This design comes from an exercise in tuning for small area on the open sky130 flow, not from production work. In this exercise RTL edits were held to simulation tests only and were not proved equivalent to the original. Power is estimated from default activity; no workload was simulated.

## gamma
## SPI_4Slaves
module SPI_4Slaves #(parameter mode=2'b11,bits_size=10)(
    input clk,reset_n,
    input [bits_size-1:0] master_data_in,
    input [bits_size-1:0] slave_data_in1,
    input [bits_size-1:0] slave_data_in2,
    input [bits_size-1:0] slave_data_in3,
    input [bits_size-1:0] slave_data_in4,
    output [bits_size-1:0] master_data_out,
    output [bits_size-1:0] slave_data_out1,
    output [bits_size-1:0] slave_data_out2,
    output [bits_size-1:0] slave_data_out3,
    output [bits_size-1:0] slave_data_out4,
    input tx_start,
    output master_tx_done,
    output master_rx_done,
    output slave_tx_done1,
    output slave_rx_done1,
    output slave_tx_done2,
    output slave_rx_done2,
    output slave_tx_done3,
    output slave_rx_done3,
    output slave_tx_done4,
    output slave_rx_done4
    );
    reg       busy;       
    reg [7:0] x;
    reg [1:0] sel;        
    reg       wrapped;    
    reg [9:0] Mn, S1n, S2n, S3n, S4n;
    wire start = ~busy & tx_start;
    wire first = busy & (x == 8'h60);
    wire samp  = (x[3:0] == 4'h9) & (x[7] | x[4]);
    wire last  = busy & (x == 8'h01);
    wire [3:0] b = ~x[7:4];
    reg [9:0] sdin;
    always @(*) begin
        case (sel)
            2'd0: sdin = slave_data_in1;
            2'd1: sdin = slave_data_in2;
            2'd2: sdin = slave_data_in3;
            default: sdin = slave_data_in4;
        endcase
    end
    wire mbit = master_data_in[b];
    wire sbit = sdin[b];
    always @(posedge clk)
        x <= (busy && !last) ? x + 8'd1 : 8'h60;
  ...
Size: ~230 cells after synthesis, about 110 I/O pins, ~0.0028 mm^2 of cells after synthesis.
==> flow/config.mk <==
export PLATFORM = sky130hd
export DESIGN_NAME = SPI_4Slaves
export DESIGN_NICKNAME = SPI_4Slaves
export VERILOG_FILES = /design/flow/design.v
export SDC_FILE = /design/flow/constraint.sdc
export NUM_CORES = 4
export LEC_CHECK = 0
export CAP_MARGIN = 20
export CORE_MARGIN = 2
export CORE_UTILIZATION = 40
export PLACE_DENSITY = 0.6
export SLEW_MARGIN = 20
==> flow/constraint.sdc <==
create_clock -name core_clock -period 5.0 [get_ports {clk}]
set_input_delay 1.0000 -clock core_clock [delete_from_list [all_inputs] [get_ports {clk}]]
set_output_delay 1.0000 -clock core_clock [all_outputs]
set_load 0.01 [all_outputs]
standard.sh (not shown) runs the stock make flow with config.mk's settings and CLKGATE_MAP_FILE= SYNTH_SCRIPT=/design/flow/synth_recipe.tcl, a recipe that flattens the netlist after the stock synthesis.
==> flow/flow/run.sh <==
#!/bin/bash
# The standard layout (standard.sh), with three changes:
#  - synthesis maps the logic with an area-oriented ABC script (abc_area.script
#    here, in place of ORFS's abc_speed.script; the rest of the synthesis, and
#    so every register, is the standard one);
#  - the port buffers are the smallest buffer (buf_1);
#  - clock tree synthesis uses clkbuf_4 and adds no dummy loads.
# make's full output goes to standard.log here; each ORFS step also keeps its
# own log under orfs/logs/.
set -euo pipefail
rm -rf scripts_own
cp -r "$FLOW_HOME/scripts" scripts_own
cp flow/abc_area.script scripts_own/abc_speed.script
export SCRIPTS_DIR="$PWD/scripts_own"
export BUFFER_PORTS_ARGS="-buffer_cell sky130_fd_sc_hd__buf_1"
export CTS_ARGS="-sink_clustering_enable -repair_clock_nets -dont_use_dummy_load -buf_list sky130_fd_sc_hd__clkbuf_16 -sink_clustering_size 64 -sink_clustering_max_diameter 500"
bash standard.sh finish > standard.log 2>&1
==> flow/flow/abc_area.script <==
strash
&get -n
&st
&syn2
&dch -f
&nf -R 1000 -a
&put
gamma finished every stage and its layout cleared the timing, design-rule and antenna checks.
For delta, these inputs were changed with respect to gamma:
--- a/flow/flow/run.sh
+++ b/flow/flow/run.sh
@@ -16 +16 @@
-export CTS_ARGS="-sink_clustering_enable -repair_clock_nets -dont_use_dummy_load -buf_list sky130_fd_sc_hd__clkbuf_16 -sink_clustering_size 64 -sink_clustering_max_diameter 500"
+export CTS_ARGS="-sink_clustering_enable -repair_clock_nets -dont_use_dummy_load -buf_list sky130_fd_sc_hd__clkbuf_8 -sink_clustering_size 32 -sink_clustering_max_diameter 200"
Results
- Sort delta and gamma by total non-filler cell area in the finished layout desc -> top: gamma
- delta ends up with lower relative contribution of the clock network to total power than gamma does.
- Compared delta vs gamma, and signed area change from the synthesized netlist to the final layout is down in delta.
- Cmp delta and gamma / wire length of the first global-routing pass / lower: delta
- The setup slack on gamma is in line with that on delta.
- delta — global-route usage 0.20 points lower, gamma as reference
- Looking at fraction of met3 tracks used by global routing, delta sits 0.57 points lower than gamma does.

[what the ideal ports hide]
Ports are ideal in the flow. The routed layouts listed here were re-timed in OpenROAD. Step 1 assumes that a clkbuf_16 drives the clock port and a buf_2 every other input. Step 2 adds t to the input delays and takes it off the output delays; t is the mean of the earliest and latest rising clock arrival at the registers after step 1. Input paths then give back, and output paths get back, about the clock's delay inside the block. Slacks: ideal / step 1 / step 2; pairs: ideal / step 1.
run	t (ns)	slack for setup (ns)	worst slew at a driven data input, ns
gamma	0.352	1.524 / 1.489 / 1.841	0.04
delta	0.351	1.525 / 1.494 / 1.845	0.05
After both steps setup and hold are still met in every run listed.
